What follows belongs to an exercise in optimizing a design on an open flow for a short achievable clock period and few clock cycles; a production flow would make more cautious choices. Only simulation tests tie the RTL to the original design; equivalence was not proved.

Setup of main:
Design cpu, start of the top module:
module cpu #(
  parameter PC_INITIAL = 12'h0F
)
(
  input clk,
  input rst,
  output reg mem_write,
  output reg [31:0] to_mem,
  output reg [11:0] mem_addr,
  input [31:0] from_mem,
  output reg halted
);
  reg [31:0] rf [0:15];
  reg [31:0] res;       
  reg        cflag;     
  reg        pk_fetch;  
  reg        pk_load;   
  reg        dk_fetch;  
  reg        d_valid;   
  reg        d_ic;      
  reg        ld_data;   
  reg [11:0] pc_d;      
  reg [11:0] fpc;       
  reg [15:0] ld_rd;     
  reg        d_bpred;   
  reg [15:0] btb_v;
  reg [7:0]  btb_tag [0:15];
  reg [11:0] btb_tgt [0:15];
  reg [11:0] btb_tgt1 [0:15];   
  reg [31:0] ic_v;
  reg [6:0]  ic_tag [0:31];
  reg [31:0] ic_data [0:31];
  reg [31:0] ic_q;      
  reg        ic_hit;    
  reg        r_valid;
  reg        r_ldimm, r_ldmem, r_st, r_br, r_xor, r_add, r_rot, r_shf,
             r_hlt, r_cmp, r_we, r_pred;
  reg        r_s;
  reg [2:0]  r_cc;
  ...
clock: 10.0 ns
lec_check: 0
abc_clock_period_in_ps: 3000
cap_margin: 30
core_margin: 2
core_utilization: 45
setup_slack_margin: 5
slew_margin: 30
standard.sh (not shown) runs the stock make flow with config.mk's settings and CLKGATE_MAP_FILE= SYNTH_SCRIPT=/design/flow/synth_recipe.tcl, a recipe that flattens the netlist after the stock synthesis.
==> flow/flow/run.sh <==
#!/bin/bash
set -euo pipefail
MARGIN=$(cat flow/margin.txt)
bash standard.sh SETUP_SLACK_MARGIN=$MARGIN finish > standard_flow.log 2>&1
==> flow/flow/margin.txt <==
7.5
Testbench counts of main, summed over its fixed seeds: cycles 81,722.
Edits applied to the flow inputs when going from main to the feature branch:
--- a/flow/design.v
+++ b/flow/design.v
@@ -24,13 +24,12 @@
   reg [11:0] fpc;       
   reg [15:0] ld_rd;     
   reg        d_bpred;   
   reg [15:0] btb_v;
   reg [7:0]  btb_tag [0:15];
   reg [11:0] btb_tgt [0:15];
-  reg [11:0] btb_tgt1 [0:15];   
   reg [31:0] ic_v;
   reg [6:0]  ic_tag [0:31];
   reg [31:0] ic_data [0:31];
   reg [31:0] ic_q;      
   reg        ic_hit;    
   reg        r_valid;
@@ -130,25 +129,12 @@
   wire [31:0] r_mask  = r_right ? (32'hFFFFFFFF >> r_k) : (32'hFFFFFFFF << r_k);
   wire port_e  = e_store | stop;
   wire r_issue = r_valid & r_ldmem & !stall & !port_e;
   wire r_adv   = r_valid & !stall & !r_ldmem;           
   wire r_free  = !r_valid | r_adv | r_issue;
   wire [31:0] d_ins = d_ic ? ic_q : from_mem;
-  function le12;
-    input [11:0] x;
-    input [11:0] y;
-    reg [11:0] lt, eq;
-    integer i;
-    begin
-      lt = ~x & y;
-      eq = ~(x ^ y);
-      le12 = 1'b1;
-      for (i = 0; i < 12; i = i + 1)
-        le12 = lt[i] | (eq[i] & le12);
-    end
-  endfunction
   wire [3:0]  d_op  = d_ins[31:28];
   wire        d_s   = d_ins[27];
   wire [2:0]  d_cc  = d_ins[26:24];
   wire [11:0] d_src = d_ins[23:12];
   wire [11:0] d_dst = d_ins[11:0];
   wire d_is_ld  = (d_op == 4'b0001);
@@ -166,16 +152,16 @@
   wire d_drop   = d_ok & !r_free;               
   wire d_replay = d_drop & !port_r;
   wire q_issue  = d_take & !port_r & !stall & !(r_valid & r_st);
   wire q_pred   = d_take & !port_r & !d_bpred;
   wire i_issue  = d_ic & q_issue & (ic_q[31:27] == 5'b00010);
   wire i_pred   = d_ic & q_pred & (ic_q[31:28] == 4'b0011) &
-                  ((ic_q[26:24] == 3'd0) | le12(ic_q[11:0], pc_d));
+                  ((ic_q[26:24] == 3'd0) | (ic_q[11:0] <= pc_d));
   wire m_issue  = !d_ic & q_issue & (from_mem[31:27] == 5'b00010);
   wire m_pred   = !d_ic & q_pred & (from_mem[31:28] == 4'b0011) &
-                  ((from_mem[26:24] == 3'd0) | le12(from_mem[11:0], pc_d));
+                  ((from_mem[26:24] == 3'd0) | (from_mem[11:0] <= pc_d));
   wire d_issue  = i_issue | m_issue;
   wire d_pred   = i_pred | m_pred;
   wire [3:0]  f_idx = mem_addr[3:0];
   wire        f_hitm = btb_v[f_idx] & (btb_tag[f_idx] == mem_addr[11:4]);
   wire [3:0]  g_idx = fpc[3:0];
   wire        f_hitc = btb_v[g_idx] & (btb_tag[g_idx] == fpc[11:4]);
@@ -183,13 +169,13 @@
   wire [11:0] f_tgt = pk_fetch ? btb_tgt[f_idx] : btb_tgt[g_idx];
   wire [4:0]  c_idx = fpc[4:0];
   wire        ic_go = (pk_load | mem_write) & !halted & ic_hit;
   wire [11:0] fpc_p1   = fpc + 12'd1;
   wire [11:0] fpc_p2   = fpc + 12'd2;
   wire [11:0] pcd_p1   = pc_d + 12'd1;
-  wire [11:0] ftgt_p1  = pk_fetch ? btb_tgt1[f_idx] : btb_tgt1[g_idx];
+  wire [11:0] ftgt_p1  = f_tgt + 12'd1;
   wire [11:0] idst_p1  = ic_q[11:0] + 12'd1;
   wire [11:0] mdst_p1  = from_mem[11:0] + 12'd1;
   wire [11:0] fa       = ic_go ? fpc_p1 : fpc;    
   wire [11:0] fa_p1    = ic_go ? fpc_p2 : fpc_p1;
   function hit_next;
     input [11:0] x;
@@ -361,13 +347,12 @@
       ic_v[pc_d[4:0]] <= 1'b1;
   end
   always @(posedge clk) begin
     if (!rst & e_go & e_br) begin
       btb_tag[e_pc[3:0]] <= e_pc[11:4];
       btb_tgt[e_pc[3:0]] <= e_dst;
-      btb_tgt1[e_pc[3:0]] <= e_dst1;
     end
   end
   always @(posedge clk) begin
     if (rst)
       btb_v <= 16'b0;
     else if (e_go & e_br)
Notes after the runs:
main and the feature branch ended up with roughly the same simple-gate area share of the yosys netlist. Starting density of the core: the feature branch vs main — no meaningful difference. Diff main -> the feature branch: setup slack went up; utilization now larger; critical path depth went up by 3. When the feature branch is measured against main, its sequential element share of the synthesized area turns out 1.1 points lower.
Testbench counts of the feature branch, summed over its fixed seeds: cycles 81,722.

re-timing with driven ports:
How much do the figures lean on ideal ports? The routed layouts below were timed once more, with nothing changed but the port constraints.
Step 1, drivers: a clkbuf_16 drives clk and a buf_2 each remaining input, both assumed.
Step 2 adds t to the input delays and takes it off the output delays; t is the mean of the earliest and latest rising clock arrival at the registers after step 1. Input paths then give back, and output paths get back, about the clock's delay inside the block.
Three values: no drivers, after step 1, after step 2; two values: the first two.
run	t, ns	slack for setup (ns)	worst hold slack (ns)
main	1.060	6.133 / 6.133 / 5.361	0.326 / 0.326 / 0.326
the feature branch	1.034	6.285 / 6.285 / 5.279	0.340 / 0.340 / 0.340
After both steps setup and hold are still met in every run listed. For the feature branch, which loses most, drivers alone change the setup slack by 0.000 ns; drivers and shift together by -1.006 ns.
